Context: an optimization exercise on an open-source flow, tuned for small area and a short achievable clock period. The choices shown serve that exercise and are no tape-out recipe. In this exercise RTL edits were held to simulation tests only and were not proved equivalent to the original. Power figures rest on the tool's default switching activity, not on a simulated workload.

==> flow/design.v, too long to show whole: its modules and the start of the top module <==
// module HA: 8 lines
// module FA: 19 lines
// module RCA: 21 lines
// module CSA: 34 lines
// module Parametric_mux: 13 lines
// module Parametric_decoder: 10 lines
// module D_FF_async_rst: 15 lines
// module new_DFF: 15 lines
// module new_DFF_block: 21 lines
// module RegisterFile: 42 lines
// module Zero_comparator: 21 lines
// module arithmetic_unit: 43 lines
// module logical_unit: 18 lines
// module ALU: 34 lines
// module shifter: 29 lines
// module FU: 39 lines
// module Branch_predictor: 13 lines
// module ES_IMM_Decoder: 32 lines
// module PC_new: 56 lines
// module IF: 39 lines
// module IF_ID: 42 lines
// module Instruction_decoder: 56 lines
// module ID: 69 lines
// module ID_EX: 68 lines
// module Branch_Controller: 14 lines
// module EX: 68 lines
// module EX_MEM: 40 lines
// module MEM: 25 lines
// module MEM_WB: 40 lines
// module WB: 19 lines
// module Data_Forward: 31 lines
// module Hazard_Detection: 16 lines
// module Pipelined_design: 205 lines
module Pipelined_design#(parameter size = 32)(
    input clk,
    input reset,
    input [size-1 : 0] instruction_i,
    input [size-1 : 0] MEM_result_i,
    output [size-1 : 0] ins_address,
    output [size-1 : 0] RAM_DATA_o,
    output [size-1 : 0] RAM_Addr_o,
    output [2:0] RAM_DATA_control,
    output RAM_rw);
  // ...
==> flow/run.sh <==
#!/bin/bash
# synth_recipe.tcl (not shown) runs the flow's synth.tcl, then flattens the netlist and writes it again
# the make line also repeats each setting of config.mk as NAME=value (left out here)
make -C /OpenROAD-flow-scripts/flow DESIGN_CONFIG=/design/flow/config.mk WORK_HOME=/design/flow/orfs CLKGATE_MAP_FILE= SYNTH_SCRIPT=/design/flow/synth_recipe.tcl finish
==> flow/config.mk <==
export PLATFORM = sky130hd
export DESIGN_NAME = Pipelined_design
export DESIGN_NICKNAME = Pipelined_design
export VERILOG_FILES = /design/flow/design.v
export SDC_FILE = /design/flow/constraint.sdc
export NUM_CORES = 4
export LEC_CHECK = 0
export CAP_MARGIN = 20
export CORE_MARGIN = 2
export CORE_UTILIZATION = 30
export PLACE_DENSITY = 0.45
export SLEW_MARGIN = 20
==> flow/constraint.sdc <==
create_clock -name core_clock -period 18.0 [get_ports {clk}]
set_input_delay 3.6000 -clock core_clock [delete_from_list [all_inputs] [get_ports {clk}]]
set_output_delay 3.6000 -clock core_clock [all_outputs]
set_load 0.01 [all_outputs]
==> metrics.json, run 1 <==
{
  "run_status": {
    "run_status": "timing/DRC/antenna clean"
  },
  "finish": {
    "post-route-util": 0.3501,
    "area.growth.synth_to_final_pct": 15.94,
    "stdcell_count": 12200,
    "clockBufferCount": 244,
    "multi_input_gate_area_in_the_final_layout_um2": 42170,
    "top_area_cell_class": "multi-input combinational cells",
    "design_area_um2": 88110,
    "number_of_fill_cells": 25750,
    "most_flops_register": "ID.RegFile.registers.genblk1.DFF.Rout"
  },
  "floorplan": {
    "initial_core_util": 0.3020,
    "num_io_pins": 166
  },
  "power": {
    "seq_power_w": 0.00351,
    "swShare": 0.2902,
    "power_density_nw_per_um2": 93.59
  },
  "logic_synthesis": {
    "synthesis.area_um2": 75990,
    "syn-instance-count": 8997,
    "predominant_post_synthesis_flop_cell": "dfxtp_1",
    "synth_top_family_by_area": "compound AO/OA/AOI/OAI gates"
  },
  "place": {
    "gp_congestion": 0.9559,
    "dpl_worst_slack_ns": -1.124,
    "postPlaceCellArea_um2": 81860
  },
  "grt": {
    "grt_antenna_before_repair": 29,
    "global_route.usage.met3": 0.1020,
    "grt_util_all_layers": 0.3372
  },
  "worst_setup_path": {
    "timing.critical_path.depth": 43,
    "worst-path-buf-inv": 4,
    "crit_start": "instruction_i[4]",
    "endpoint_kind": "register",
    "critical-path-max-stage-delay_ns": 0.46,
    "critical_path.endpoint": "Ins_Fetch.PC.PC_reg.Rout[31]",
    "cp.arrival_ns": 18.24
  },
  "clocking": {
    "clock_sink_count": 1516,
    "cts_setup_buffers": 0,
    "ctsLongestPathBuffers": 3,
    "hold_buffers": 0
  },
  "sta": {
    "post-route-worst-setup-slack_ns": 0.5354
  }
}
==> run 2, diff against run 1 <==
==> flow/design.v (replaced) <==
module ks_add_19(input [18:0] x, input [18:0] y, output [19:0] s);
    wire [18:0] p0 = x ^ y;
    wire [18:0] g0 = x & y;
    wire G1_1; pfx_gn c0_1(.g1(g0[1]), .p1(p0[1]), .g0(g0[0]), .gn(G1_1));
    wire G1_2, P1_2; pfx_bn c0_2(.g1(g0[2]), .p1(p0[2]), .g0(g0[1]), .p0(p0[1]), .gn(G1_2), .pn(P1_2));
    wire G1_3, P1_3; pfx_bn c0_3(.g1(g0[3]), .p1(p0[3]), .g0(g0[2]), .p0(p0[2]), .gn(G1_3), .pn(P1_3));
    wire G1_4, P1_4; pfx_bn c0_4(.g1(g0[4]), .p1(p0[4]), .g0(g0[3]), .p0(p0[3]), .gn(G1_4), .pn(P1_4));
    wire G1_5, P1_5; pfx_bn c0_5(.g1(g0[5]), .p1(p0[5]), .g0(g0[4]), .p0(p0[4]), .gn(G1_5), .pn(P1_5));
    wire G1_6, P1_6; pfx_bn c0_6(.g1(g0[6]), .p1(p0[6]), .g0(g0[5]), .p0(p0[5]), .gn(G1_6), .pn(P1_6));
    wire G1_7, P1_7; pfx_bn c0_7(.g1(g0[7]), .p1(p0[7]), .g0(g0[6]), .p0(p0[6]), .gn(G1_7), .pn(P1_7));
    wire G1_8, P1_8; pfx_bn c0_8(.g1(g0[8]), .p1(p0[8]), .g0(g0[7]), .p0(p0[7]), .gn(G1_8), .pn(P1_8));
    wire G1_9, P1_9; pfx_bn c0_9(.g1(g0[9]), .p1(p0[9]), .g0(g0[8]), .p0(p0[8]), .gn(G1_9), .pn(P1_9));
    wire G1_10, P1_10; pfx_bn c0_10(.g1(g0[10]), .p1(p0[10]), .g0(g0[9]), .p0(p0[9]), .gn(G1_10), .pn(P1_10));
    wire G1_11, P1_11; pfx_bn c0_11(.g1(g0[11]), .p1(p0[11]), .g0(g0[10]), .p0(p0[10]), .gn(G1_11), .pn(P1_11));
    wire G1_12, P1_12; pfx_bn c0_12(.g1(g0[12]), .p1(p0[12]), .g0(g0[11]), .p0(p0[11]), .gn(G1_12), .pn(P1_12));
    wire G1_13, P1_13; pfx_bn c0_13(.g1(g0[13]), .p1(p0[13]), .g0(g0[12]), .p0(p0[12]), .gn(G1_13), .pn(P1_13));
    wire G1_14, P1_14; pfx_bn c0_14(.g1(g0[14]), .p1(p0[14]), .g0(g0[13]), .p0(p0[13]), .gn(G1_14), .pn(P1_14));
    wire G1_15, P1_15; pfx_bn c0_15(.g1(g0[15]), .p1(p0[15]), .g0(g0[14]), .p0(p0[14]), .gn(G1_15), .pn(P1_15));
    wire G1_16, P1_16; pfx_bn c0_16(.g1(g0[16]), .p1(p0[16]), .g0(g0[15]), .p0(p0[15]), .gn(G1_16), .pn(P1_16));
    wire G1_17, P1_17; pfx_bn c0_17(.g1(g0[17]), .p1(p0[17]), .g0(g0[16]), .p0(p0[16]), .gn(G1_17), .pn(P1_17));
    wire G1_18, P1_18; pfx_bn c0_18(.g1(g0[18]), .p1(p0[18]), .g0(g0[17]), .p0(p0[17]), .gn(G1_18), .pn(P1_18));
    wire gi1_0 = ~g0[0];
    wire G2_2; pfx_gp c1_2(.gn1(G1_2), .pn1(P1_2), .gn0(gi1_0), .g(G2_2));
    wire G2_3; pfx_gp c1_3(.gn1(G1_3), .pn1(P1_3), .gn0(G1_1), .g(G2_3));
    wire G2_4, P2_4; pfx_bp c1_4(.gn1(G1_4), .pn1(P1_4), .gn0(G1_2), .pn0(P1_2), .g(G2_4), .p(P2_4));
    wire G2_5, P2_5; pfx_bp c1_5(.gn1(G1_5), .pn1(P1_5), .gn0(G1_3), .pn0(P1_3), .g(G2_5), .p(P2_5));
    wire G2_6, P2_6; pfx_bp c1_6(.gn1(G1_6), .pn1(P1_6), .gn0(G1_4), .pn0(P1_4), .g(G2_6), .p(P2_6));
    wire G2_7, P2_7; pfx_bp c1_7(.gn1(G1_7), .pn1(P1_7), .gn0(G1_5), .pn0(P1_5), .g(G2_7), .p(P2_7));
    wire G2_8, P2_8; pfx_bp c1_8(.gn1(G1_8), .pn1(P1_8), .gn0(G1_6), .pn0(P1_6), .g(G2_8), .p(P2_8));
    wire G2_9, P2_9; pfx_bp c1_9(.gn1(G1_9), .pn1(P1_9), .gn0(G1_7), .pn0(P1_7), .g(G2_9), .p(P2_9));
    wire G2_10, P2_10; pfx_bp c1_10(.gn1(G1_10), .pn1(P1_10), .gn0(G1_8), .pn0(P1_8), .g(G2_10), .p(P2_10));
    wire G2_11, P2_11; pfx_bp c1_11(.gn1(G1_11), .pn1(P1_11), .gn0(G1_9), .pn0(P1_9), .g(G2_11), .p(P2_11));
    wire G2_12, P2_12; pfx_bp c1_12(.gn1(G1_12), .pn1(P1_12), .gn0(G1_10), .pn0(P1_10), .g(G2_12), .p(P2_12));
    wire G2_13, P2_13; pfx_bp c1_13(.gn1(G1_13), .pn1(P1_13), .gn0(G1_11), .pn0(P1_11), .g(G2_13), .p(P2_13));
    wire G2_14, P2_14; pfx_bp c1_14(.gn1(G1_14), .pn1(P1_14), .gn0(G1_12), .pn0(P1_12), .g(G2_14), .p(P2_14));
    wire G2_15, P2_15; pfx_bp c1_15(.gn1(G1_15), .pn1(P1_15), .gn0(G1_13), .pn0(P1_13), .g(G2_15), .p(P2_15));
    wire G2_16, P2_16; pfx_bp c1_16(.gn1(G1_16), .pn1(P1_16), .gn0(G1_14), .pn0(P1_14), .g(G2_16), .p(P2_16));
    wire G2_17, P2_17; pfx_bp c1_17(.gn1(G1_17), .pn1(P1_17), .gn0(G1_15), .pn0(P1_15), .g(G2_17), .p(P2_17));
    wire G2_18, P2_18; pfx_bp c1_18(.gn1(G1_18), .pn1(P1_18), .gn0(G1_16), .pn0(P1_16), .g(G2_18), .p(P2_18));
    wire G3_4; pfx_gn c2_4(.g1(G2_4), .p1(P2_4), .g0(g0[0]), .gn(G3_4));
    wire gi2_1 = ~G1_1;
    wire G3_5; pfx_gn c2_5(.g1(G2_5), .p1(P2_5), .g0(gi2_1), .gn(G3_5));
    wire G3_6; pfx_gn c2_6(.g1(G2_6), .p1(P2_6), .g0(G2_2), .gn(G3_6));
    wire G3_7; pfx_gn c2_7(.g1(G2_7), .p1(P2_7), .g0(G2_3), .gn(G3_7));
    wire G3_8, P3_8; pfx_bn c2_8(.g1(G2_8), .p1(P2_8), .g0(G2_4), .p0(P2_4), .gn(G3_8), .pn(P3_8));
    wire G3_9, P3_9; pfx_bn c2_9(.g1(G2_9), .p1(P2_9), .g0(G2_5), .p0(P2_5), .gn(G3_9), .pn(P3_9));
    wire G3_10, P3_10; pfx_bn c2_10(.g1(G2_10), .p1(P2_10), .g0(G2_6), .p0(P2_6), .gn(G3_10), .pn(P3_10));
    wire G3_11, P3_11; pfx_bn c2_11(.g1(G2_11), .p1(P2_11), .g0(G2_7), .p0(P2_7), .gn(G3_11), .pn(P3_11));
    wire G3_12, P3_12; pfx_bn c2_12(.g1(G2_12), .p1(P2_12), .g0(G2_8), .p0(P2_8), .gn(G3_12), .pn(P3_12));
    wire G3_13, P3_13; pfx_bn c2_13(.g1(G2_13), .p1(P2_13), .g0(G2_9), .p0(P2_9), .gn(G3_13), .pn(P3_13));
    wire G3_14, P3_14; pfx_bn c2_14(.g1(G2_14), .p1(P2_14), .g0(G2_10), .p0(P2_10), .gn(G3_14), .pn(P3_14));
    wire G3_15, P3_15; pfx_bn c2_15(.g1(G2_15), .p1(P2_15), .g0(G2_11), .p0(P2_11), .gn(G3_15), .pn(P3_15));
    wire G3_16, P3_16; pfx_bn c2_16(.g1(G2_16), .p1(P2_16), .g0(G2_12), .p0(P2_12), .gn(G3_16), .pn(P3_16));
    wire G3_17, P3_17; pfx_bn c2_17(.g1(G2_17), .p1(P2_17), .g0(G2_13), .p0(P2_13), .gn(G3_17), .pn(P3_17));
    wire G3_18, P3_18; pfx_bn c2_18(.g1(G2_18), .p1(P2_18), .g0(G2_14), .p0(P2_14), .gn(G3_18), .pn(P3_18));
    wire gi3_0 = ~g0[0];
    wire G4_8; pfx_gp c3_8(.gn1(G3_8), .pn1(P3_8), .gn0(gi3_0), .g(G4_8));
    wire G4_9; pfx_gp c3_9(.gn1(G3_9), .pn1(P3_9), .gn0(G1_1), .g(G4_9));
    wire gi3_2 = ~G2_2;
    wire G4_10; pfx_gp c3_10(.gn1(G3_10), .pn1(P3_10), .gn0(gi3_2), .g(G4_10));
    wire gi3_3 = ~G2_3;
    wire G4_11; pfx_gp c3_11(.gn1(G3_11), .pn1(P3_11), .gn0(gi3_3), .g(G4_11));
    wire G4_12; pfx_gp c3_12(.gn1(G3_12), .pn1(P3_12), .gn0(G3_4), .g(G4_12));
    wire G4_13; pfx_gp c3_13(.gn1(G3_13), .pn1(P3_13), .gn0(G3_5), .g(G4_13));
    wire G4_14; pfx_gp c3_14(.gn1(G3_14), .pn1(P3_14), .gn0(G3_6), .g(G4_14));
    wire G4_15; pfx_gp c3_15(.gn1(G3_15), .pn1(P3_15), .gn0(G3_7), .g(G4_15));
    wire G4_16, P4_16; pfx_bp c3_16(.gn1(G3_16), .pn1(P3_16), .gn0(G3_8), .pn0(P3_8), .g(G4_16), .p(P4_16));
    wire G4_17, P4_17; pfx_bp c3_17(.gn1(G3_17), .pn1(P3_17), .gn0(G3_9), .pn0(P3_9), .g(G4_17), .p(P4_17));
    wire G4_18, P4_18; pfx_bp c3_18(.gn1(G3_18), .pn1(P3_18), .gn0(G3_10), .pn0(P3_10), .g(G4_18), .p(P4_18));
    wire G5_16; pfx_gn c4_16(.g1(G4_16), .p1(P4_16), .g0(g0[0]), .gn(G5_16));
    wire gi4_1 = ~G1_1;
    wire G5_17; pfx_gn c4_17(.g1(G4_17), .p1(P4_17), .g0(gi4_1), .gn(G5_17));
    wire G5_18; pfx_gn c4_18(.g1(G4_18), .p1(P4_18), .g0(G2_2), .gn(G5_18));
    assign s[0] = p0[0];
    assign s[1] = p0[1] ^ g0[0];
    assign s[2] = p0[2] ^ ~G1_1;
    assign s[3] = p0[3] ^ G2_2;
    assign s[4] = p0[4] ^ G2_3;
    assign s[5] = p0[5] ^ ~G3_4;
    assign s[6] = p0[6] ^ ~G3_5;
    assign s[7] = p0[7] ^ ~G3_6;
    assign s[8] = p0[8] ^ ~G3_7;
    assign s[9] = p0[9] ^ G4_8;
    assign s[10] = p0[10] ^ G4_9;
    assign s[11] = p0[11] ^ G4_10;
    assign s[12] = p0[12] ^ G4_11;
    assign s[13] = p0[13] ^ G4_12;
    assign s[14] = p0[14] ^ G4_13;
    assign s[15] = p0[15] ^ G4_14;
    assign s[16] = p0[16] ^ G4_15;
    assign s[17] = p0[17] ^ ~G5_16;
    assign s[18] = p0[18] ^ ~G5_17;
    assign s[19] = ~G5_18;
endmodule
module ks_add_33(input [32:0] x, input [32:0] y, output [33:0] s);
    wire [32:0] p0 = x ^ y;
    wire [32:0] g0 = x & y;
    wire G1_1; pfx_gn c0_1(.g1(g0[1]), .p1(p0[1]), .g0(g0[0]), .gn(G1_1));
    wire G1_2, P1_2; pfx_bn c0_2(.g1(g0[2]), .p1(p0[2]), .g0(g0[1]), .p0(p0[1]), .gn(G1_2), .pn(P1_2));
    wire G1_3, P1_3; pfx_bn c0_3(.g1(g0[3]), .p1(p0[3]), .g0(g0[2]), .p0(p0[2]), .gn(G1_3), .pn(P1_3));
    wire G1_4, P1_4; pfx_bn c0_4(.g1(g0[4]), .p1(p0[4]), .g0(g0[3]), .p0(p0[3]), .gn(G1_4), .pn(P1_4));
    wire G1_5, P1_5; pfx_bn c0_5(.g1(g0[5]), .p1(p0[5]), .g0(g0[4]), .p0(p0[4]), .gn(G1_5), .pn(P1_5));
    wire G1_6, P1_6; pfx_bn c0_6(.g1(g0[6]), .p1(p0[6]), .g0(g0[5]), .p0(p0[5]), .gn(G1_6), .pn(P1_6));
    wire G1_7, P1_7; pfx_bn c0_7(.g1(g0[7]), .p1(p0[7]), .g0(g0[6]), .p0(p0[6]), .gn(G1_7), .pn(P1_7));
    wire G1_8, P1_8; pfx_bn c0_8(.g1(g0[8]), .p1(p0[8]), .g0(g0[7]), .p0(p0[7]), .gn(G1_8), .pn(P1_8));
    wire G1_9, P1_9; pfx_bn c0_9(.g1(g0[9]), .p1(p0[9]), .g0(g0[8]), .p0(p0[8]), .gn(G1_9), .pn(P1_9));
    wire G1_10, P1_10; pfx_bn c0_10(.g1(g0[10]), .p1(p0[10]), .g0(g0[9]), .p0(p0[9]), .gn(G1_10), .pn(P1_10));
    wire G1_11, P1_11; pfx_bn c0_11(.g1(g0[11]), .p1(p0[11]), .g0(g0[10]), .p0(p0[10]), .gn(G1_11), .pn(P1_11));
    wire G1_12, P1_12; pfx_bn c0_12(.g1(g0[12]), .p1(p0[12]), .g0(g0[11]), .p0(p0[11]), .gn(G1_12), .pn(P1_12));
    wire G1_13, P1_13; pfx_bn c0_13(.g1(g0[13]), .p1(p0[13]), .g0(g0[12]), .p0(p0[12]), .gn(G1_13), .pn(P1_13));
    wire G1_14, P1_14; pfx_bn c0_14(.g1(g0[14]), .p1(p0[14]), .g0(g0[13]), .p0(p0[13]), .gn(G1_14), .pn(P1_14));
    wire G1_15, P1_15; pfx_bn c0_15(.g1(g0[15]), .p1(p0[15]), .g0(g0[14]), .p0(p0[14]), .gn(G1_15), .pn(P1_15));
    wire G1_16, P1_16; pfx_bn c0_16(.g1(g0[16]), .p1(p0[16]), .g0(g0[15]), .p0(p0[15]), .gn(G1_16), .pn(P1_16));
    wire G1_17, P1_17; pfx_bn c0_17(.g1(g0[17]), .p1(p0[17]), .g0(g0[16]), .p0(p0[16]), .gn(G1_17), .pn(P1_17));
    wire G1_18, P1_18; pfx_bn c0_18(.g1(g0[18]), .p1(p0[18]), .g0(g0[17]), .p0(p0[17]), .gn(G1_18), .pn(P1_18));
    wire G1_19, P1_19; pfx_bn c0_19(.g1(g0[19]), .p1(p0[19]), .g0(g0[18]), .p0(p0[18]), .gn(G1_19), .pn(P1_19));
    wire G1_20, P1_20; pfx_bn c0_20(.g1(g0[20]), .p1(p0[20]), .g0(g0[19]), .p0(p0[19]), .gn(G1_20), .pn(P1_20));
    wire G1_21, P1_21; pfx_bn c0_21(.g1(g0[21]), .p1(p0[21]), .g0(g0[20]), .p0(p0[20]), .gn(G1_21), .pn(P1_21));
    wire G1_22, P1_22; pfx_bn c0_22(.g1(g0[22]), .p1(p0[22]), .g0(g0[21]), .p0(p0[21]), .gn(G1_22), .pn(P1_22));
    wire G1_23, P1_23; pfx_bn c0_23(.g1(g0[23]), .p1(p0[23]), .g0(g0[22]), .p0(p0[22]), .gn(G1_23), .pn(P1_23));
    wire G1_24, P1_24; pfx_bn c0_24(.g1(g0[24]), .p1(p0[24]), .g0(g0[23]), .p0(p0[23]), .gn(G1_24), .pn(P1_24));
    wire G1_25, P1_25; pfx_bn c0_25(.g1(g0[25]), .p1(p0[25]), .g0(g0[24]), .p0(p0[24]), .gn(G1_25), .pn(P1_25));
    wire G1_26, P1_26; pfx_bn c0_26(.g1(g0[26]), .p1(p0[26]), .g0(g0[25]), .p0(p0[25]), .gn(G1_26), .pn(P1_26));
    wire G1_27, P1_27; pfx_bn c0_27(.g1(g0[27]), .p1(p0[27]), .g0(g0[26]), .p0(p0[26]), .gn(G1_27), .pn(P1_27));
    wire G1_28, P1_28; pfx_bn c0_28(.g1(g0[28]), .p1(p0[28]), .g0(g0[27]), .p0(p0[27]), .gn(G1_28), .pn(P1_28));
    wire G1_29, P1_29; pfx_bn c0_29(.g1(g0[29]), .p1(p0[29]), .g0(g0[28]), .p0(p0[28]), .gn(G1_29), .pn(P1_29));
    wire G1_30, P1_30; pfx_bn c0_30(.g1(g0[30]), .p1(p0[30]), .g0(g0[29]), .p0(p0[29]), .gn(G1_30), .pn(P1_30));
    wire G1_31, P1_31; pfx_bn c0_31(.g1(g0[31]), .p1(p0[31]), .g0(g0[30]), .p0(p0[30]), .gn(G1_31), .pn(P1_31));
    wire G1_32, P1_32; pfx_bn c0_32(.g1(g0[32]), .p1(p0[32]), .g0(g0[31]), .p0(p0[31]), .gn(G1_32), .pn(P1_32));
    wire gi1_0 = ~g0[0];
    wire G2_2; pfx_gp c1_2(.gn1(G1_2), .pn1(P1_2), .gn0(gi1_0), .g(G2_2));
    wire G2_3; pfx_gp c1_3(.gn1(G1_3), .pn1(P1_3), .gn0(G1_1), .g(G2_3));
    wire G2_4, P2_4; pfx_bp c1_4(.gn1(G1_4), .pn1(P1_4), .gn0(G1_2), .pn0(P1_2), .g(G2_4), .p(P2_4));
    wire G2_5, P2_5; pfx_bp c1_5(.gn1(G1_5), .pn1(P1_5), .gn0(G1_3), .pn0(P1_3), .g(G2_5), .p(P2_5));
    wire G2_6, P2_6; pfx_bp c1_6(.gn1(G1_6), .pn1(P1_6), .gn0(G1_4), .pn0(P1_4), .g(G2_6), .p(P2_6));
    wire G2_7, P2_7; pfx_bp c1_7(.gn1(G1_7), .pn1(P1_7), .gn0(G1_5), .pn0(P1_5), .g(G2_7), .p(P2_7));
    wire G2_8, P2_8; pfx_bp c1_8(.gn1(G1_8), .pn1(P1_8), .gn0(G1_6), .pn0(P1_6), .g(G2_8), .p(P2_8));
    wire G2_9, P2_9; pfx_bp c1_9(.gn1(G1_9), .pn1(P1_9), .gn0(G1_7), .pn0(P1_7), .g(G2_9), .p(P2_9));
    wire G2_10, P2_10; pfx_bp c1_10(.gn1(G1_10), .pn1(P1_10), .gn0(G1_8), .pn0(P1_8), .g(G2_10), .p(P2_10));
    wire G2_11, P2_11; pfx_bp c1_11(.gn1(G1_11), .pn1(P1_11), .gn0(G1_9), .pn0(P1_9), .g(G2_11), .p(P2_11));
    wire G2_12, P2_12; pfx_bp c1_12(.gn1(G1_12), .pn1(P1_12), .gn0(G1_10), .pn0(P1_10), .g(G2_12), .p(P2_12));
    wire G2_13, P2_13; pfx_bp c1_13(.gn1(G1_13), .pn1(P1_13), .gn0(G1_11), .pn0(P1_11), .g(G2_13), .p(P2_13));
    wire G2_14, P2_14; pfx_bp c1_14(.gn1(G1_14), .pn1(P1_14), .gn0(G1_12), .pn0(P1_12), .g(G2_14), .p(P2_14));
    wire G2_15, P2_15; pfx_bp c1_15(.gn1(G1_15), .pn1(P1_15), .gn0(G1_13), .pn0(P1_13), .g(G2_15), .p(P2_15));
    wire G2_16, P2_16; pfx_bp c1_16(.gn1(G1_16), .pn1(P1_16), .gn0(G1_14), .pn0(P1_14), .g(G2_16), .p(P2_16));
    wire G2_17, P2_17; pfx_bp c1_17(.gn1(G1_17), .pn1(P1_17), .gn0(G1_15), .pn0(P1_15), .g(G2_17), .p(P2_17));
    wire G2_18, P2_18; pfx_bp c1_18(.gn1(G1_18), .pn1(P1_18), .gn0(G1_16), .pn0(P1_16), .g(G2_18), .p(P2_18));
    wire G2_19, P2_19; pfx_bp c1_19(.gn1(G1_19), .pn1(P1_19), .gn0(G1_17), .pn0(P1_17), .g(G2_19), .p(P2_19));
    wire G2_20, P2_20; pfx_bp c1_20(.gn1(G1_20), .pn1(P1_20), .gn0(G1_18), .pn0(P1_18), .g(G2_20), .p(P2_20));
    wire G2_21, P2_21; pfx_bp c1_21(.gn1(G1_21), .pn1(P1_21), .gn0(G1_19), .pn0(P1_19), .g(G2_21), .p(P2_21));
    wire G2_22, P2_22; pfx_bp c1_22(.gn1(G1_22), .pn1(P1_22), .gn0(G1_20), .pn0(P1_20), .g(G2_22), .p(P2_22));
    wire G2_23, P2_23; pfx_bp c1_23(.gn1(G1_23), .pn1(P1_23), .gn0(G1_21), .pn0(P1_21), .g(G2_23), .p(P2_23));
    wire G2_24, P2_24; pfx_bp c1_24(.gn1(G1_24), .pn1(P1_24), .gn0(G1_22), .pn0(P1_22), .g(G2_24), .p(P2_24));
    wire G2_25, P2_25; pfx_bp c1_25(.gn1(G1_25), .pn1(P1_25), .gn0(G1_23), .pn0(P1_23), .g(G2_25), .p(P2_25));
    wire G2_26, P2_26; pfx_bp c1_26(.gn1(G1_26), .pn1(P1_26), .gn0(G1_24), .pn0(P1_24), .g(G2_26), .p(P2_26));
    wire G2_27, P2_27; pfx_bp c1_27(.gn1(G1_27), .pn1(P1_27), .gn0(G1_25), .pn0(P1_25), .g(G2_27), .p(P2_27));
    wire G2_28, P2_28; pfx_bp c1_28(.gn1(G1_28), .pn1(P1_28), .gn0(G1_26), .pn0(P1_26), .g(G2_28), .p(P2_28));
    wire G2_29, P2_29; pfx_bp c1_29(.gn1(G1_29), .pn1(P1_29), .gn0(G1_27), .pn0(P1_27), .g(G2_29), .p(P2_29));
    wire G2_30, P2_30; pfx_bp c1_30(.gn1(G1_30), .pn1(P1_30), .gn0(G1_28), .pn0(P1_28), .g(G2_30), .p(P2_30));
    wire G2_31, P2_31; pfx_bp c1_31(.gn1(G1_31), .pn1(P1_31), .gn0(G1_29), .pn0(P1_29), .g(G2_31), .p(P2_31));
    wire G2_32, P2_32; pfx_bp c1_32(.gn1(G1_32), .pn1(P1_32), .gn0(G1_30), .pn0(P1_30), .g(G2_32), .p(P2_32));
    wire G3_4; pfx_gn c2_4(.g1(G2_4), .p1(P2_4), .g0(g0[0]), .gn(G3_4));
    wire gi2_1 = ~G1_1;
    wire G3_5; pfx_gn c2_5(.g1(G2_5), .p1(P2_5), .g0(gi2_1), .gn(G3_5));
    wire G3_6; pfx_gn c2_6(.g1(G2_6), .p1(P2_6), .g0(G2_2), .gn(G3_6));
    wire G3_7; pfx_gn c2_7(.g1(G2_7), .p1(P2_7), .g0(G2_3), .gn(G3_7));
    wire G3_8, P3_8; pfx_bn c2_8(.g1(G2_8), .p1(P2_8), .g0(G2_4), .p0(P2_4), .gn(G3_8), .pn(P3_8));
    wire G3_9, P3_9; pfx_bn c2_9(.g1(G2_9), .p1(P2_9), .g0(G2_5), .p0(P2_5), .gn(G3_9), .pn(P3_9));
    wire G3_10, P3_10; pfx_bn c2_10(.g1(G2_10), .p1(P2_10), .g0(G2_6), .p0(P2_6), .gn(G3_10), .pn(P3_10));
    wire G3_11, P3_11; pfx_bn c2_11(.g1(G2_11), .p1(P2_11), .g0(G2_7), .p0(P2_7), .gn(G3_11), .pn(P3_11));
    wire G3_12, P3_12; pfx_bn c2_12(.g1(G2_12), .p1(P2_12), .g0(G2_8), .p0(P2_8), .gn(G3_12), .pn(P3_12));
    wire G3_13, P3_13; pfx_bn c2_13(.g1(G2_13), .p1(P2_13), .g0(G2_9), .p0(P2_9), .gn(G3_13), .pn(P3_13));
    wire G3_14, P3_14; pfx_bn c2_14(.g1(G2_14), .p1(P2_14), .g0(G2_10), .p0(P2_10), .gn(G3_14), .pn(P3_14));
    wire G3_15, P3_15; pfx_bn c2_15(.g1(G2_15), .p1(P2_15), .g0(G2_11), .p0(P2_11), .gn(G3_15), .pn(P3_15));
    wire G3_16, P3_16; pfx_bn c2_16(.g1(G2_16), .p1(P2_16), .g0(G2_12), .p0(P2_12), .gn(G3_16), .pn(P3_16));
    wire G3_17, P3_17; pfx_bn c2_17(.g1(G2_17), .p1(P2_17), .g0(G2_13), .p0(P2_13), .gn(G3_17), .pn(P3_17));
    wire G3_18, P3_18; pfx_bn c2_18(.g1(G2_18), .p1(P2_18), .g0(G2_14), .p0(P2_14), .gn(G3_18), .pn(P3_18));
    wire G3_19, P3_19; pfx_bn c2_19(.g1(G2_19), .p1(P2_19), .g0(G2_15), .p0(P2_15), .gn(G3_19), .pn(P3_19));
    wire G3_20, P3_20; pfx_bn c2_20(.g1(G2_20), .p1(P2_20), .g0(G2_16), .p0(P2_16), .gn(G3_20), .pn(P3_20));
    wire G3_21, P3_21; pfx_bn c2_21(.g1(G2_21), .p1(P2_21), .g0(G2_17), .p0(P2_17), .gn(G3_21), .pn(P3_21));
    wire G3_22, P3_22; pfx_bn c2_22(.g1(G2_22), .p1(P2_22), .g0(G2_18), .p0(P2_18), .gn(G3_22), .pn(P3_22));
    wire G3_23, P3_23; pfx_bn c2_23(.g1(G2_23), .p1(P2_23), .g0(G2_19), .p0(P2_19), .gn(G3_23), .pn(P3_23));
    wire G3_24, P3_24; pfx_bn c2_24(.g1(G2_24), .p1(P2_24), .g0(G2_20), .p0(P2_20), .gn(G3_24), .pn(P3_24));
    wire G3_25, P3_25; pfx_bn c2_25(.g1(G2_25), .p1(P2_25), .g0(G2_21), .p0(P2_21), .gn(G3_25), .pn(P3_25));
    wire G3_26, P3_26; pfx_bn c2_26(.g1(G2_26), .p1(P2_26), .g0(G2_22), .p0(P2_22), .gn(G3_26), .pn(P3_26));
    wire G3_27, P3_27; pfx_bn c2_27(.g1(G2_27), .p1(P2_27), .g0(G2_23), .p0(P2_23), .gn(G3_27), .pn(P3_27));
    wire G3_28, P3_28; pfx_bn c2_28(.g1(G2_28), .p1(P2_28), .g0(G2_24), .p0(P2_24), .gn(G3_28), .pn(P3_28));
    wire G3_29, P3_29; pfx_bn c2_29(.g1(G2_29), .p1(P2_29), .g0(G2_25), .p0(P2_25), .gn(G3_29), .pn(P3_29));
    wire G3_30, P3_30; pfx_bn c2_30(.g1(G2_30), .p1(P2_30), .g0(G2_26), .p0(P2_26), .gn(G3_30), .pn(P3_30));
    wire G3_31, P3_31; pfx_bn c2_31(.g1(G2_31), .p1(P2_31), .g0(G2_27), .p0(P2_27), .gn(G3_31), .pn(P3_31));
    wire G3_32, P3_32; pfx_bn c2_32(.g1(G2_32), .p1(P2_32), .g0(G2_28), .p0(P2_28), .gn(G3_32), .pn(P3_32));
    wire gi3_0 = ~g0[0];
    wire G4_8; pfx_gp c3_8(.gn1(G3_8), .pn1(P3_8), .gn0(gi3_0), .g(G4_8));
    wire G4_9; pfx_gp c3_9(.gn1(G3_9), .pn1(P3_9), .gn0(G1_1), .g(G4_9));
    wire gi3_2 = ~G2_2;
    wire G4_10; pfx_gp c3_10(.gn1(G3_10), .pn1(P3_10), .gn0(gi3_2), .g(G4_10));
    wire gi3_3 = ~G2_3;
    wire G4_11; pfx_gp c3_11(.gn1(G3_11), .pn1(P3_11), .gn0(gi3_3), .g(G4_11));
    wire G4_12; pfx_gp c3_12(.gn1(G3_12), .pn1(P3_12), .gn0(G3_4), .g(G4_12));
    wire G4_13; pfx_gp c3_13(.gn1(G3_13), .pn1(P3_13), .gn0(G3_5), .g(G4_13));
    wire G4_14; pfx_gp c3_14(.gn1(G3_14), .pn1(P3_14), .gn0(G3_6), .g(G4_14));
    wire G4_15; pfx_gp c3_15(.gn1(G3_15), .pn1(P3_15), .gn0(G3_7), .g(G4_15));
    wire G4_16, P4_16; pfx_bp c3_16(.gn1(G3_16), .pn1(P3_16), .gn0(G3_8), .pn0(P3_8), .g(G4_16), .p(P4_16));
    wire G4_17, P4_17; pfx_bp c3_17(.gn1(G3_17), .pn1(P3_17), .gn0(G3_9), .pn0(P3_9), .g(G4_17), .p(P4_17));
    wire G4_18, P4_18; pfx_bp c3_18(.gn1(G3_18), .pn1(P3_18), .gn0(G3_10), .pn0(P3_10), .g(G4_18), .p(P4_18));
    wire G4_19, P4_19; pfx_bp c3_19(.gn1(G3_19), .pn1(P3_19), .gn0(G3_11), .pn0(P3_11), .g(G4_19), .p(P4_19));
    wire G4_20, P4_20; pfx_bp c3_20(.gn1(G3_20), .pn1(P3_20), .gn0(G3_12), .pn0(P3_12), .g(G4_20), .p(P4_20));
    wire G4_21, P4_21; pfx_bp c3_21(.gn1(G3_21), .pn1(P3_21), .gn0(G3_13), .pn0(P3_13), .g(G4_21), .p(P4_21));
    wire G4_22, P4_22; pfx_bp c3_22(.gn1(G3_22), .pn1(P3_22), .gn0(G3_14), .pn0(P3_14), .g(G4_22), .p(P4_22));
    wire G4_23, P4_23; pfx_bp c3_23(.gn1(G3_23), .pn1(P3_23), .gn0(G3_15), .pn0(P3_15), .g(G4_23), .p(P4_23));
    wire G4_24, P4_24; pfx_bp c3_24(.gn1(G3_24), .pn1(P3_24), .gn0(G3_16), .pn0(P3_16), .g(G4_24), .p(P4_24));
    wire G4_25, P4_25; pfx_bp c3_25(.gn1(G3_25), .pn1(P3_25), .gn0(G3_17), .pn0(P3_17), .g(G4_25), .p(P4_25));
    wire G4_26, P4_26; pfx_bp c3_26(.gn1(G3_26), .pn1(P3_26), .gn0(G3_18), .pn0(P3_18), .g(G4_26), .p(P4_26));
    wire G4_27, P4_27; pfx_bp c3_27(.gn1(G3_27), .pn1(P3_27), .gn0(G3_19), .pn0(P3_19), .g(G4_27), .p(P4_27));
    wire G4_28, P4_28; pfx_bp c3_28(.gn1(G3_28), .pn1(P3_28), .gn0(G3_20), .pn0(P3_20), .g(G4_28), .p(P4_28));
    wire G4_29, P4_29; pfx_bp c3_29(.gn1(G3_29), .pn1(P3_29), .gn0(G3_21), .pn0(P3_21), .g(G4_29), .p(P4_29));
    wire G4_30, P4_30; pfx_bp c3_30(.gn1(G3_30), .pn1(P3_30), .gn0(G3_22), .pn0(P3_22), .g(G4_30), .p(P4_30));
    wire G4_31, P4_31; pfx_bp c3_31(.gn1(G3_31), .pn1(P3_31), .gn0(G3_23), .pn0(P3_23), .g(G4_31), .p(P4_31));
    wire G4_32, P4_32; pfx_bp c3_32(.gn1(G3_32), .pn1(P3_32), .gn0(G3_24), .pn0(P3_24), .g(G4_32), .p(P4_32));
    wire G5_16; pfx_gn c4_16(.g1(G4_16), .p1(P4_16), .g0(g0[0]), .gn(G5_16));
    wire gi4_1 = ~G1_1;
    wire G5_17; pfx_gn c4_17(.g1(G4_17), .p1(P4_17), .g0(gi4_1), .gn(G5_17));
    wire G5_18; pfx_gn c4_18(.g1(G4_18), .p1(P4_18), .g0(G2_2), .gn(G5_18));
    wire G5_19; pfx_gn c4_19(.g1(G4_19), .p1(P4_19), .g0(G2_3), .gn(G5_19));
    wire gi4_4 = ~G3_4;
    wire G5_20; pfx_gn c4_20(.g1(G4_20), .p1(P4_20), .g0(gi4_4), .gn(G5_20));
    wire gi4_5 = ~G3_5;
    wire G5_21; pfx_gn c4_21(.g1(G4_21), .p1(P4_21), .g0(gi4_5), .gn(G5_21));
    wire gi4_6 = ~G3_6;
    wire G5_22; pfx_gn c4_22(.g1(G4_22), .p1(P4_22), .g0(gi4_6), .gn(G5_22));
    wire gi4_7 = ~G3_7;
    wire G5_23; pfx_gn c4_23(.g1(G4_23), .p1(P4_23), .g0(gi4_7), .gn(G5_23));
    wire G5_24; pfx_gn c4_24(.g1(G4_24), .p1(P4_24), .g0(G4_8), .gn(G5_24));
    wire G5_25; pfx_gn c4_25(.g1(G4_25), .p1(P4_25), .g0(G4_9), .gn(G5_25));
    wire G5_26; pfx_gn c4_26(.g1(G4_26), .p1(P4_26), .g0(G4_10), .gn(G5_26));
    wire G5_27; pfx_gn c4_27(.g1(G4_27), .p1(P4_27), .g0(G4_11), .gn(G5_27));
    wire G5_28; pfx_gn c4_28(.g1(G4_28), .p1(P4_28), .g0(G4_12), .gn(G5_28));
    wire G5_29; pfx_gn c4_29(.g1(G4_29), .p1(P4_29), .g0(G4_13), .gn(G5_29));
    wire G5_30; pfx_gn c4_30(.g1(G4_30), .p1(P4_30), .g0(G4_14), .gn(G5_30));
    wire G5_31; pfx_gn c4_31(.g1(G4_31), .p1(P4_31), .g0(G4_15), .gn(G5_31));
    wire G5_32, P5_32; pfx_bn c4_32(.g1(G4_32), .p1(P4_32), .g0(G4_16), .p0(P4_16), .gn(G5_32), .pn(P5_32));
    wire gi5_0 = ~g0[0];
    wire G6_32; pfx_gp c5_32(.gn1(G5_32), .pn1(P5_32), .gn0(gi5_0), .g(G6_32));
    assign s[0] = p0[0];
    assign s[1] = p0[1] ^ g0[0];
    assign s[2] = p0[2] ^ ~G1_1;
    assign s[3] = p0[3] ^ G2_2;
    assign s[4] = p0[4] ^ G2_3;
    assign s[5] = p0[5] ^ ~G3_4;
    assign s[6] = p0[6] ^ ~G3_5;
    assign s[7] = p0[7] ^ ~G3_6;
    assign s[8] = p0[8] ^ ~G3_7;
    assign s[9] = p0[9] ^ G4_8;
    assign s[10] = p0[10] ^ G4_9;
    assign s[11] = p0[11] ^ G4_10;
    assign s[12] = p0[12] ^ G4_11;
    assign s[13] = p0[13] ^ G4_12;
    assign s[14] = p0[14] ^ G4_13;
    assign s[15] = p0[15] ^ G4_14;
    assign s[16] = p0[16] ^ G4_15;
    assign s[17] = p0[17] ^ ~G5_16;
    assign s[18] = p0[18] ^ ~G5_17;
    assign s[19] = p0[19] ^ ~G5_18;
    assign s[20] = p0[20] ^ ~G5_19;
    assign s[21] = p0[21] ^ ~G5_20;
    assign s[22] = p0[22] ^ ~G5_21;
    assign s[23] = p0[23] ^ ~G5_22;
    assign s[24] = p0[24] ^ ~G5_23;
    assign s[25] = p0[25] ^ ~G5_24;
    assign s[26] = p0[26] ^ ~G5_25;
    assign s[27] = p0[27] ^ ~G5_26;
    assign s[28] = p0[28] ^ ~G5_27;
    assign s[29] = p0[29] ^ ~G5_28;
    assign s[30] = p0[30] ^ ~G5_29;
    assign s[31] = p0[31] ^ ~G5_30;
    assign s[32] = p0[32] ^ ~G5_31;
    assign s[33] = G6_32;
endmodule
module pfx_bn(input g1, input p1, input g0, input p0, output gn, output pn);
    assign gn = ~(g1 | (p1 & g0));
    assign pn = ~(p1 & p0);
endmodule
module pfx_bp(input gn1, input pn1, input gn0, input pn0, output g, output p);
    assign g = ~(gn1 & (pn1 | gn0));
    assign p = ~(pn1 | pn0);
endmodule
module pfx_gn(input g1, input p1, input g0, output gn);
    assign gn = ~(g1 | (p1 & g0));
endmodule
module pfx_gp(input gn1, input pn1, input gn0, output g);
    assign g = ~(gn1 & (pn1 | gn0));
endmodule
`timescale 1ns / 1ps
module Pipelined_design#(parameter size = 32)(
    input clk,
    input reset,
    input [size-1 : 0] instruction_i,
    input [size-1 : 0] MEM_result_i,
    output [size-1 : 0] ins_address,
    output [size-1 : 0] RAM_DATA_o,
    output [size-1 : 0] RAM_Addr_o,
    output [2:0] RAM_DATA_control,
    output RAM_rw);
    reg  [19:0] pc_lo;
    reg  [11:0] pc_h0, pc_hp, pc_hm;
    reg         pc_s0, pc_sp, pc_sm;
    reg  [1:0]  po_s0, po_sp, po_sm;      
    reg  [31:0] d_ins;
    reg  [31:0] d_pc;        
    reg  [31:0] e_a, e_b;
    reg  [31:0] e_x;         
    reg  [4:0]  e_rd;
    reg  [3:0]  e_fs;
    reg         e_sub;
    reg         e_we, e_mr, e_md, e_rw;
    reg  [2:0]  e_f3;
    reg         e_fz, e_fn, e_pol, e_jalr;    
    reg         e_sam, e_saw, e_saa;          
    reg         e_sbm, e_sbw, e_sbb;          
    reg         e_ssm, e_ssw, e_ssb;          
    reg  [31:0] m_fu, m_x;
    reg  [4:0]  m_rd;
    reg         m_we, m_rw;
    reg         m_sm, m_sx, m_sf;    
    reg  [2:0]  m_f3;
    reg  [31:0] w_res;       
    reg         rf_clr;      
    reg  [4:0]  w_rd;
    reg         w_we;
    wire        bubble;
    wire        flush;
    wire [31:0] correct_pc;
    wire [31:0] fi = instruction_i;
    wire [4:0]  fop = fi[6:2];
    wire        f_mpc = (fop == 5'b11011) | (fop == 5'b11000);    
    wire [11:0] pc_hi = ({12{pc_s0}} & pc_h0) | ({12{pc_sp}} & pc_hp) | ({12{pc_sm}} & pc_hm);
    wire [31:0] pc = {pc_hi, pc_lo};
    wire [11:0] pc_hi_o;
    generate
        for (gi = 0; gi < 12; gi = gi + 1) begin : PO
            wire n0, n1, n2;
            nd2 u0(.a(po_s0[gi/6]), .b(pc_h0[gi]), .y(n0));
            nd2 u1(.a(po_sp[gi/6]), .b(pc_hp[gi]), .y(n1));
            nd2 u2(.a(po_sm[gi/6]), .b(pc_hm[gi]), .y(n2));
            nd3 u3(.a(n0), .b(n1), .c(n2), .y(pc_hi_o[gi]));
        end
    endgenerate
    wire [31:0] pc_inc = pc + 32'd1;
    wire [18:0] b_imm19 = {{8{fi[31]}}, fi[7], fi[30:25], fi[11:8]};
    wire [18:0] j_imm19 = {fi[19:12], fi[20], fi[30:21]};
    wire [19:0] b_sum, j_sum;
    ks_add_19 b_add(.x(pc[19:1]), .y(b_imm19), .s(b_sum));
    ks_add_19 j_add(.x(pc[19:1]), .y(j_imm19), .s(j_sum));
    wire [11:0] hp, hm;
    incdec #(.W(12)) hid(.x(pc_hi), .p(hp), .m(hm));
    wire [19:0] lo_d;
    wire [11:0] h0_d;
    wire        s0_d, sp_d, sm_d;
    wire        take_d, c_d, neg_d;
    wire [1:0]  so0_d, sop_d, som_d;
    hsel hs_o0(.take(take_d), .c(c_d), .neg(neg_d), .s0(so0_d[0]), .sp(sop_d[0]), .sm(som_d[0]));
    hsel hs_o1(.take(take_d), .c(c_d), .neg(neg_d), .s0(so0_d[1]), .sp(sop_d[1]), .sm(som_d[1]));
    pc_next pcn(.reset(reset), .bubble(bubble), .flush(flush), .mpc(f_mpc),
                .sel_j(fi[3]), .neg(fi[31]), .pc(pc), .pc_inc(pc_inc),
                .correct_pc(correct_pc), .b_sum(b_sum), .j_sum(j_sum),
                .lo_d(lo_d), .h0_d(h0_d), .s0_d(s0_d), .sp_d(sp_d), .sm_d(sm_d),
                .take_o(take_d), .c_o(c_d), .neg_o(neg_d));
    always @(posedge clk) begin
        pc_lo <= lo_d;
        pc_h0 <= h0_d;
        pc_hp <= hp;
        pc_hm <= hm;
        pc_s0 <= s0_d;
        pc_sp <= sp_d;
        pc_sm <= sm_d;
        po_s0 <= so0_d;
        po_sp <= sop_d;
        po_sm <= som_d;
    end
    always @(posedge clk) begin
        if (!reset || flush)
            d_ins <= 32'd0;
        else if (!bubble)
            d_ins <= fi;
    end
    always @(posedge clk) begin
        if (!bubble)
            d_pc <= pc;
    end
    assign ins_address = {pc_hi_o, pc_lo};
    wire [4:0] dop = d_ins[6:2];
    wire [2:0] f3  = d_ins[14:12];
    wire d_load  = (dop == 5'b00000);
    wire d_jalr  = (dop == 5'b11001);
    wire d_inorm = (dop == 5'b00100);
    wire d_r     = (dop == 5'b01100);
    wire d_s     = (dop == 5'b01000);
    wire d_b     = (dop == 5'b11000);
    wire d_u     = ~d_ins[6] & d_ins[4] & ~d_ins[3] & d_ins[2];
    wire d_j     = (dop == 5'b11011);
    wire d_ri    = d_r | d_inorm;
    wire d_mpc   = d_b | d_j;
    wire [3:0] fs_d;
    assign fs_d[3] = d_ri & ~f3[1] & f3[0];
    assign fs_d[2] = d_ri & f3[2] & (f3[1] | ~f3[0]);
    assign fs_d[1] = (d_b & f3[2] & f3[1]) | (d_ri & ((f3[2] & f3[0]) | (~f3[2] & f3[1])));
    assign fs_d[0] = d_b | (d_ri & ((f3 == 3'b110) | (f3 == 3'b011)))
                   | (d_ri & d_ins[30] & ((f3 == 3'b101) | (f3 == 3'b000)));
    wire we_d = ~(d_b | d_s);
    wire mr_d = d_j | d_jalr | (d_u & ~d_ins[5]);
    wire md_d = d_load;
    wire mb_d = ~(d_b | d_r);
    wire [4:0] ra_d = (d_u | d_j) ? 5'd0 : d_ins[19:15];
    wire [4:0] rb_d = d_ins[24:20];
    wire [4:0] rd_d = d_ins[11:7];
    wire [2:0] bsel_d = {(d_b & f3[2]) | d_j | d_jalr,
                         (d_b & ~f3[2]) | d_j | d_jalr,
                         (d_b & f3[0]) | d_jalr};
    wire [31:0] i_imm = {{20{d_ins[31]}}, d_ins[31:20]};
    wire [31:0] s_imm = {{20{d_ins[31]}}, d_ins[31:25], d_ins[11:7]};
    wire [31:0] b_imm = {{20{d_ins[31]}}, d_ins[7], d_ins[30:25], d_ins[11:8], 1'b0};
    wire [31:0] u_imm = {d_ins[31:12], 12'd0};
    wire [31:0] j_imm = {{12{d_ins[31]}}, d_ins[19:12], d_ins[20], d_ins[30:21], 1'b0};
    wire [31:0] imm_d = d_j ? j_imm : d_u ? u_imm : d_b ? b_imm : d_s ? s_imm : i_imm;
    wire [31:0] rf_q [0:31];
    genvar gi;
    generate
        for (gi = 0; gi < 32; gi = gi + 1) begin : RF
            reg [31:0] r;
            always @(posedge clk) begin
                if (rf_clr)
                    r <= 32'd0;
                else if (w_we && (w_rd == gi))
                    r <= w_res;
            end
            assign rf_q[gi] = r;
        end
    endgenerate
    wire [1023:0] rf_all;
    generate
        for (gi = 0; gi < 32; gi = gi + 1) begin : RFALL
            assign rf_all[gi*32 +: 32] = rf_q[gi];
        end
    endgenerate
    wire byp_a = w_we & (w_rd == ra_d);
    wire byp_b = w_we & (w_rd == rb_d);
    wire [31:0] oh_a, oh_b;
    generate
        for (gi = 0; gi < 32; gi = gi + 1) begin : OH
            assign oh_a[gi] = ~rf_clr & ~byp_a & (ra_d == gi);
            assign oh_b[gi] = ~rf_clr & ~byp_b & (rb_d == gi);
        end
    endgenerate
    wire [31:0] rfa, rfb;
    rf_read rd_a(.q(rf_all), .sel(oh_a), .byp(byp_a), .w(w_res), .o(rfa));
    rf_read rd_b(.q(rf_all), .sel(oh_b), .byp(byp_b), .w(w_res), .o(rfb));
    wire [4:0] ra_raw = d_ins[0] ? ra_d : 5'd0;
    wire [4:0] rb_raw = d_ins[0] ? rb_d : 5'd0;
    assign bubble = e_md & ((e_rd == ra_raw) | (e_rd == rb_raw));
    wire kill0 = bubble | ~d_ins[0];
    wire kill = kill0 | flush;
    wire [4:0] ra_n = kill0 ? 5'd0 : ra_d;
    wire [4:0] rb_n = kill0 ? 5'd0 : rb_d;
    wire       mb_n = ~kill0 & mb_d;
    wire sam_n, saw_n, saa_n, sbm_n, sbw_n, sbb_n, ssm_n, ssw_n, ssb_n;
    wire sam_z, saw_z, sbm_z, sbw_z, ssm_z, ssw_z;
    fwd_sel fs_a(.we_e(e_we), .rd_e(e_rd), .we_m(m_we), .rd_m(m_rd), .r(ra_n),
                 .off(1'b0), .sm(sam_n), .sw(saw_n), .sr(saa_n), .sm_z(sam_z), .sw_z(saw_z));
    fwd_sel fs_b(.we_e(e_we), .rd_e(e_rd), .we_m(m_we), .rd_m(m_rd), .r(rb_n),
                 .off(mb_n), .sm(sbm_n), .sw(sbw_n), .sr(sbb_n), .sm_z(sbm_z), .sw_z(sbw_z));
    fwd_sel fs_s(.we_e(e_we), .rd_e(e_rd), .we_m(m_we), .rd_m(m_rd), .r(rb_n),
                 .off(mb_n), .sm(ssm_n), .sw(ssw_n), .sr(ssb_n), .sm_z(ssm_z), .sw_z(ssw_z));
    wire d_inc   = d_b | d_j | d_jalr;
    wire d_auipc = d_u & ~d_ins[5];
    wire [12:0] pcx_lo;
    add_c #(.W(12)) pcx_lo_add(.x(d_pc[11:0]), .y({11'd0, d_inc}), .s(pcx_lo));
    wire [21:0] pcx_hi;
    add_c #(.W(21)) pcx_hi_add(.x({d_pc[31:12], 1'b1}), .y({{20{d_auipc}} & d_ins[31:12], pcx_lo[12]}), .s(pcx_hi));
    wire [31:0] pcx = {pcx_hi[20:1], pcx_lo[11:0]};
    wire [2:0] bs_n = flush ? 3'd0 : bsel_d;
    wire mpc_n = ~flush & d_mpc;
    wire taken_c = (bs_n == 3'd3) | (bs_n == 3'd5) | (bs_n == 3'd6) | (bs_n == 3'd7);
    always @(posedge clk) begin
        if (!reset) begin
            e_rd <= 5'd0; e_fs <= 4'd0; e_sub <= 1'b0;
            e_we <= 1'b0; e_mr <= 1'b0; e_md <= 1'b0; e_rw <= 1'b0;
            e_f3 <= 3'd0;
            e_fz <= 1'b0; e_fn <= 1'b0; e_pol <= 1'b0; e_jalr <= 1'b0;
            e_sam <= 1'b0; e_saw <= 1'b0; e_saa <= 1'b0;
            e_sbm <= 1'b0; e_sbw <= 1'b0; e_sbb <= 1'b0;
            e_ssm <= 1'b0; e_ssw <= 1'b0; e_ssb <= 1'b0;
        end else begin
            e_rd <= kill ? 5'd0 : rd_d;
            e_fs <= kill ? 4'd0 : fs_d;
            e_sub <= ~kill & (fs_d[0] | fs_d[1]);
            e_we <= ~kill & we_d;
            e_mr <= ~kill & mr_d;
            e_md <= ~kill & md_d;
            e_rw <= ~kill & mb_d & ~we_d;
            e_f3 <= kill ? 3'd0 : f3;
            e_fz <= (bs_n[2:1] == 2'b01);
            e_fn <= (bs_n[2:1] == 2'b10);
            e_pol <= mpc_n ^ taken_c;
            e_jalr <= (bs_n == 3'd7);
            e_sam <= flush ? sam_z : sam_n;
            e_saw <= flush ? saw_z : saw_n;
            e_saa <= ~flush & saa_n;
            e_sbm <= flush ? sbm_z : sbm_n;
            e_sbw <= flush ? sbw_z : sbw_n;
            e_sbb <= ~flush & sbb_n;
            e_ssm <= flush ? ssm_z : ssm_n;
            e_ssw <= flush ? ssw_z : ssw_n;
            e_ssb <= ~flush & ssb_n;
        end
    end
    always @(posedge clk) begin
        e_a <= rfa;
        e_b <= mb_d ? imm_d : rfb;
        e_x <= d_s ? rfb : pcx;
    end
    wire [31:0] a = ({32{e_sam}} & m_fu) | ({32{e_saw}} & w_res) | ({32{e_saa}} & e_a);
    wire [31:0] b = ({32{e_sbm}} & m_fu) | ({32{e_sbw}} & w_res) | ({32{e_sbb}} & e_b);
    wire [4:0] shamt = ({5{e_ssm}} & m_fu[4:0]) | ({5{e_ssw}} & w_res[4:0]) | ({5{e_ssb}} & e_b[4:0]);
    wire sub   = e_sub;
    wire usign = e_fs[1] & e_fs[0];
    wire [31:0] bx = b ^ {32{sub}};
    wire [33:0] sum33;
    ks_add_33 alu_add(.x({a, 1'b1}), .y({bx, sub}), .s(sum33));
    wire [31:0] sum = sum33[32:1];
    wire n_ar = ((a[31] ^ b[31]) & usign) ? b[31] : sum[31];
    wire [31:0] arith = e_fs[1] ? {31'd0, n_ar} : sum;
    wire [31:0] kz = {a[30:0] | bx[30:0], sub};
    wire sum_zero = &(~(a ^ bx ^ kz));
    reg [31:0] lo;
    always @(*) begin
        case (e_fs[1:0])
            2'b00: lo = a ^ b;
            2'b01: lo = a | b;
            2'b10: lo = a & b;
            default: lo = 32'd0;
        endcase
    end
    wire [31:0] alu = e_fs[2] ? lo : arith;
    wire left = ~(e_fs[1] | e_fs[0]);
    wire ar = a[31] & e_fs[0];
    wire [31:0] a_rev;
    wire [31:0] sr_rev;
    wire [31:0] sin = left ? a_rev : a;
    wire [31:0] s1 = shamt[0] ? {ar, sin[31:1]} : sin;
    wire [31:0] s2 = shamt[1] ? {{2{ar}}, s1[31:2]} : s1;
    wire [31:0] s3 = shamt[2] ? {{4{ar}}, s2[31:4]} : s2;
    wire [31:0] s4 = shamt[3] ? {{8{ar}}, s3[31:8]} : s3;
    wire [31:0] sr = shamt[4] ? {{16{ar}}, s4[31:16]} : s4;
    generate
        for (gi = 0; gi < 32; gi = gi + 1) begin : REV
            assign a_rev[gi] = a[31-gi];
            assign sr_rev[gi] = sr[31-gi];
        end
    endgenerate
    wire [31:0] sh = left ? sr_rev : sr;
    wire [31:0] fu = e_fs[3] ? sh : alu;
    assign flush = ((e_fz & sum_zero) | (e_fn & n_ar)) ^ e_pol;
    assign correct_pc = e_jalr ? sum : e_x;
    always @(posedge clk) begin
        if (!reset) begin
            m_fu <= 32'd0;
            m_rd <= 5'd0; m_we <= 1'b0; m_rw <= 1'b0;
            m_f3 <= 3'd0;
        end else begin
            m_fu <= fu;
            m_rd <= e_rd; m_we <= e_we; m_rw <= e_rw;
            m_f3 <= e_f3;
        end
    end
    always @(posedge clk) begin
        m_x <= e_x;
        m_sm <= e_md & ~e_mr;
        m_sx <= e_mr & ~e_md;
        m_sf <= ~e_md & ~e_mr;
    end
    assign RAM_Addr_o = m_fu;
    assign RAM_DATA_o = m_x;
    assign RAM_DATA_control = m_f3;
    assign RAM_rw = m_rw;
    wire [31:0] res_m;
    wb_sel wbs_r(.sm(m_sm), .sx(m_sx), .sf(m_sf), .mem(MEM_result_i), .x(m_x), .fu(m_fu), .o(res_m));
    always @(posedge clk) begin
        if (!reset) begin
            w_rd <= 5'd0; w_we <= 1'b0;
        end else begin
            w_rd <= m_rd; w_we <= m_we;
        end
    end
    always @(posedge clk) begin
        w_res <= res_m;
        rf_clr <= ~reset;
    end
endmodule
module add_c #(parameter W = 8)(
    input  [W-1:0] x,
    input  [W-1:0] y,
    output [W:0]   s);
    assign s = {1'b0, x} + {1'b0, y};
endmodule
module incdec #(parameter W = 8)(
    input  [W-1:0] x,
    output [W-1:0] p,
    output [W-1:0] m);
    wire [W:0] cp, cm;
    assign cp[0] = 1'b1;
    assign cm[0] = 1'b1;
    genvar i;
    generate
        for (i = 0; i < W; i = i + 1) begin : S
            inc_slice ui(.x(x[i]), .ci(cp[i]), .s(p[i]), .co(cp[i+1]));
            dec_slice ud(.x(x[i]), .bi(cm[i]), .s(m[i]), .bo(cm[i+1]));
        end
    endgenerate
endmodule
module inc_slice(input x, input ci, output s, output co);
    assign s = x ^ ci;
    assign co = x & ci;
endmodule
module dec_slice(input x, input bi, output s, output bo);
    assign s = x ^ bi;
    assign bo = ~x & bi;
endmodule
module pc_next(
    input         reset,
    input         bubble,
    input         flush,
    input         mpc,
    input         sel_j,
    input         neg,
    input  [31:0] pc,
    input  [31:0] pc_inc,
    input  [31:0] correct_pc,
    input  [19:0] b_sum,
    input  [19:0] j_sum,
    output [19:0] lo_d,
    output [11:0] h0_d,
    output        s0_d,
    output        sp_d,
    output        sm_d,
    output        take_o,
    output        c_o,
    output        neg_o);
    wire [31:0] other = !reset ? 32'd0 : bubble ? pc : flush ? correct_pc : pc_inc;
    wire take = reset & ~bubble & ~flush & mpc;
    wire [19:0] tgt_lo = {sel_j ? j_sum[18:0] : b_sum[18:0], pc[0]};
    wire c = sel_j ? j_sum[19] : b_sum[19];
    assign lo_d = take ? tgt_lo : other[19:0];
    assign h0_d = take ? pc[31:20] : other[31:20];
    assign sp_d = take & c & ~neg;
    assign sm_d = take & ~c & neg;
    assign s0_d = ~(sp_d | sm_d);
    assign take_o = take;
    assign c_o = c;
    assign neg_o = neg;
endmodule
module hsel(input take, input c, input neg, output s0, output sp, output sm);
    assign sp = take & c & ~neg;
    assign sm = take & ~c & neg;
    assign s0 = ~(sp | sm);
endmodule
module nd2(input a, input b, output y);
    assign y = ~(a & b);
endmodule
module nd3(input a, input b, input c, output y);
    assign y = ~(a & b & c);
endmodule
module rf_read(
    input  [1023:0] q,
    input  [31:0]   sel,
    input           byp,
    input  [31:0]   w,
    output [31:0]   o);
    genvar j, k;
    generate
        for (j = 0; j < 32; j = j + 1) begin : BIT
            wire [10:0] t;
            for (k = 0; k < 10; k = k + 1) begin : T
                ao222n g(.a0(sel[3*k]), .b0(q[(3*k)*32+j]),
                         .a1(sel[3*k+1]), .b1(q[(3*k+1)*32+j]),
                         .a2(sel[3*k+2]), .b2(q[(3*k+2)*32+j]),
                         .y(t[k]));
            end
            ao222n g10(.a0(sel[30]), .b0(q[30*32+j]),
                       .a1(sel[31]), .b1(q[31*32+j]),
                       .a2(byp), .b2(w[j]),
                       .y(t[10]));
            assign o[j] = ~&t;
        end
    endgenerate
endmodule
module ao222n(
    input a0, input b0,
    input a1, input b1,
    input a2, input b2,
    output y);
    assign y = ~((a0 & b0) | (a1 & b1) | (a2 & b2));
endmodule
module fwd_sel(
    input        we_e,
    input  [4:0] rd_e,
    input        we_m,
    input  [4:0] rd_m,
    input  [4:0] r,
    input        off,
    output       sm,
    output       sw,
    output       sr,
    output       sm_z,
    output       sw_z);
    wire fm = we_e & (rd_e == r) & ~off;
    wire fw = we_m & (rd_m == r) & ~off;
    assign sm = fm;
    assign sw = ~fm & fw;
    assign sr = ~fm & ~fw;
    wire fm_z = we_e & (rd_e == 5'd0);
    wire fw_z = we_m & (rd_m == 5'd0);
    assign sm_z = fm_z;
    assign sw_z = ~fm_z & fw_z;
endmodule
module wb_sel(
    input         sm,
    input         sx,
    input         sf,
    input  [31:0] mem,
    input  [31:0] x,
    input  [31:0] fu,
    output [31:0] o);
    assign o = ({32{sm}} & mem) | ({32{sx}} & x) | ({32{sf}} & fu);
endmodule
==> flow/flow/run.sh (new file) <==
#!/bin/bash
# Standard ORFS layout (the standard.sh, synthesis unchanged) with the
# timing repair steps asked to aim below the 18 ns period, and plain buffers
# on the ports.
set -euo pipefail
bash standard.sh SETUP_SLACK_MARGIN=13 "BUFFER_PORTS_ARGS=-buffer_cell sky130_fd_sc_hd__buf_2" finish > orfs_make.log 2>&1
==> flow/standard.sh (new file) <==
#!/bin/bash
# synth_recipe.tcl (not shown) runs the flow's synth.tcl, then flattens the netlist and writes it again
# the make line also repeats each setting of config.mk as NAME=value (left out here)
make -C /OpenROAD-flow-scripts/flow DESIGN_CONFIG=/design/flow/config.mk WORK_HOME=/design/flow/orfs CLKGATE_MAP_FILE= SYNTH_SCRIPT=/design/flow/synth_recipe.tcl "${@:-finish}"
==> flow/config.mk (replaced) <==
export PLATFORM = sky130hd
export DESIGN_NAME = Pipelined_design
export DESIGN_NICKNAME = Pipelined_design
export VERILOG_FILES = /design/flow/design.v
export SDC_FILE = /design/flow/constraint.sdc
export NUM_CORES = 4
export LEC_CHECK = 0
export CAP_MARGIN = 20
export CORE_MARGIN = 2
export CORE_UTILIZATION = 42
export PLACE_DENSITY = 0.55
export SLEW_MARGIN = 20
export SYNTH_HIERARCHICAL = 1
removed: flow/run.sh
==> run 2 against run 1 <==
- die area is 32% lower
- clock power shrank 13%
- combinational power decreased by 17%
- register-to-register slack improved by 12 ns
- routed wire length is 21% lower
- largest cell class unchanged
- setup slack better by 12 ns
- flip-flop and latch count shrank 122
- via count fell by 5.7%
- sequential share of layout area fell by 0.43 points
- fmax grew to 3.4 times the previous value
==> metrics.json, run 2 <==
{
  "worst_setup_path": {
    "regToRegEndpoint": {"value": "e_b[2]", "change": "was ID_EX.B.Rout[24]"},
    "cp.arrival": {"value": 1.50, "unit": "ns", "change": "was 18.24 ns"},
    "timing.critical_path.max_delay_family": {"value": "flip-flops", "change": "was adder cells"},
    "critical_path.endpoint": {"value": "ins_address[24]", "change": "was Ins_Fetch.PC.PC_reg.Rout[31]"},
    "timing.critical_path.depth": {"value": 3, "change": "was 43"},
    "highest_fanout_seen_on_the_critical_path": {"value": 6, "change": "was 3"},
    "endpoint_kind": {"value": "primary output", "change": "was register"},
    "critical-path-max-stage-delay": {"value": 0.41, "unit": "ns", "change": "was 0.46 ns"},
    "crit_start": {"value": "po_s0[0]", "change": "was instruction_i[4]"},
    "worst-path-buf-inv": {"value": 1, "change": "was 4"},
    "worstPathRequired": {"value": 14.40, "unit": "ns", "change": "was 18.78 ns"}
  },
  "floorplan": {
    "initial_core_util": {"value": 0.4218, "change": "was 0.3020"},
    "die_w": {"value": 418.8, "unit": "µm", "change": "was 507.3 µm"},
    "core_area": {"value": 171400, "unit": "µm²", "change": "was 251600 µm²"},
    "die_height": {"value": 418.8, "unit": "µm", "change": "was 507.3 µm"},
    "num_io_pins": {"value": 166, "change": "unchanged"}
  },
  "finish": {
    "final_net_count": {"value": 9334, "change": "was 8942"},
    "most_flops_register": {"value": "RF.r", "change": "was ID.RegFile.registers.genblk1.DFF.Rout"},
    "final_cell_mix": {"value": "2434 x nand2_1, 1277 x dfxtp_1, 1175 x a21oi_1", "change": "was 1511 x dfxtp_1, 1417 x nor2_1, 1120 x a211oi_1"},
    "post-route-util": {"value": 0.4883, "change": "was 0.3501"},
    "largest_register_ffs": {"value": 1024, "change": "unchanged"},
    "number_of_fill_cells": {"value": 16610, "change": "was 25750"},
    "area.growth.synth_to_final": {"value": 15.78, "unit": "%", "change": "was 15.94%"}
  },
  "clocking": {
    "hold_buffers": {"value": 0, "change": "unchanged"},
    "cts_made_buffers": {"value": 156, "change": "was 175"},
    "clock_sink_count": {"value": 1394, "change": "was 1516"},
    "ctsLongestPathBuffers": {"value": 3, "change": "unchanged"},
    "clock_tree.htree_level_count": {"value": 4, "change": "unchanged"}
  },
  "power": {
    "power_density": {"value": 87.44, "unit": "nW/µm²", "change": "was 93.59 nW/µm²"}
  },
  "sta": {
    "rsz0062_at_grt": {"value": "yes", "change": "was no"},
    "timing.clock.skew": {"value": 0.04181, "unit": "ns", "change": "was 0.07948 ns"},
    "drv_slew": {"value": 0, "change": "unchanged"},
    "tightest_slew": {"value": 1.338, "unit": "ns", "change": "was 1.300 ns"},
    "setup_total_negative_slack": {"value": 0, "unit": "ns", "change": "unchanged"},
    "holdWs": {"value": 0.3509, "unit": "ns", "change": "was 0.3922 ns"},
    "timing.final.setup_violations": {"value": 0, "change": "unchanged"}
  },
  "run_status": {
    "run_status": {"value": "timing/DRC/antenna clean", "change": "unchanged"}
  },
  "grt": {
    "global_route.usage.met3": {"value": 0.1335, "change": "was 0.1020"},
    "globalRouteOverflowTotal": {"value": 0, "change": "unchanged"},
    "grt_pass1_wl": {"value": 494400, "unit": "µm", "change": "was 615800 µm"},
    "grt_antenna_before_repair": {"value": 34, "change": "was 29"},
    "met2_usage": {"value": 0.5458, "change": "was 0.4658"},
    "grt_util_all_layers": {"value": 0.3875, "change": "was 0.3372"},
    "first_global_vias": {"value": 68090, "change": "was 73310"}
  },
  "min_path": {
    "min_delay_worst_type": {"value": "reg -> reg", "change": "unchanged"}
  },
  "logic_synthesis": {
    "syn-instance-count": {"value": 8986, "change": "was 8997"},
    "synthesis.area": {"value": 72280, "unit": "µm²", "change": "was 75990 µm²"}
  },
  "place": {
    "gp_congestion": {"value": 1.016, "change": "was 0.9559"}
  },
  "routing": {
    "route.detailed.vias_per_inst": {"value": 6.574, "change": "was 6.566"}
  }
}
run 2: worst min-delay path by stage:
stage / end / slack [ns] / depth (start not counted)
after detailed placement: m_x[26] / 0.34 / 0
after floorplan: m_x[0] / 0.33 / 0
after global routing: m_x[23] / 0.36 / 0
after global placement: m_x[28] / 0.34 / 0
final: m_x[23] / 0.35 / 0
after CTS: m_x[28] / 0.35 / 0
run 2: layout make-up:
class | instances | area [µm²] | share of cell area
repair buffers | 535 | 4006 | 0.04788
well taps | 2310 | 2890 | 0.03454
inverters | 202 | 758.2 | 0.009061
clock buffers | 237 | 4653 | 0.05561
diodes | 21 | 52.55 | 0.0006280
clock inverters | 41 | 504.2 | 0.006026
flip-flops and latches | 1394 | 28470 | 0.3402
multi-input cells | 6750 | 42340 | 0.5060
run 2: power breakdown:
| part | internal, W | switching (W) |
|---|---|---|
| Clock | 0.00187 | 0.00139 |
| Sequential | 0.00316 | 0.0000746 |
| Combinational | 0.000253 | 0.000564 |
run 2: timing repair:
item	4_1_cts	5_1_grt
setup endpoints to repair	250	172
cloned	6	2
pin swaps	65	46
buffers inserted	116	12
gates resized for setup	188	87
run 2: metal layers:
| layer | share of wire | up-vias |
|---|---|---|
| li1 | - | 33060 |
| met1 | 0.39 | 36170 |
| met2 | 0.40 | 5303 |
| met3 | 0.14 | 970 |
| met4 | 0.063 | 36 |
| met5 | 0.0014 | - |
run 2: stage by stage:
stage	cells	instance area (µm²)	setup slack [ns]
after floorplan	9002	72860	12.94
after global placement	11050	76270	11.35
after detailed placement	11050	76350	11.43
after CTS	11450	83060	12.87
after global routing	11480	83660	12.85
final	11490	83680	12.90

Check on run 2: ideal ports give 12.895 ns setup slack; a clkbuf_16 on the clock port and buf_2 on the inputs give 12.799 ns; moving port delays by the midpoint clock arrival (0.925 ns) as well gives 12.222 ns.
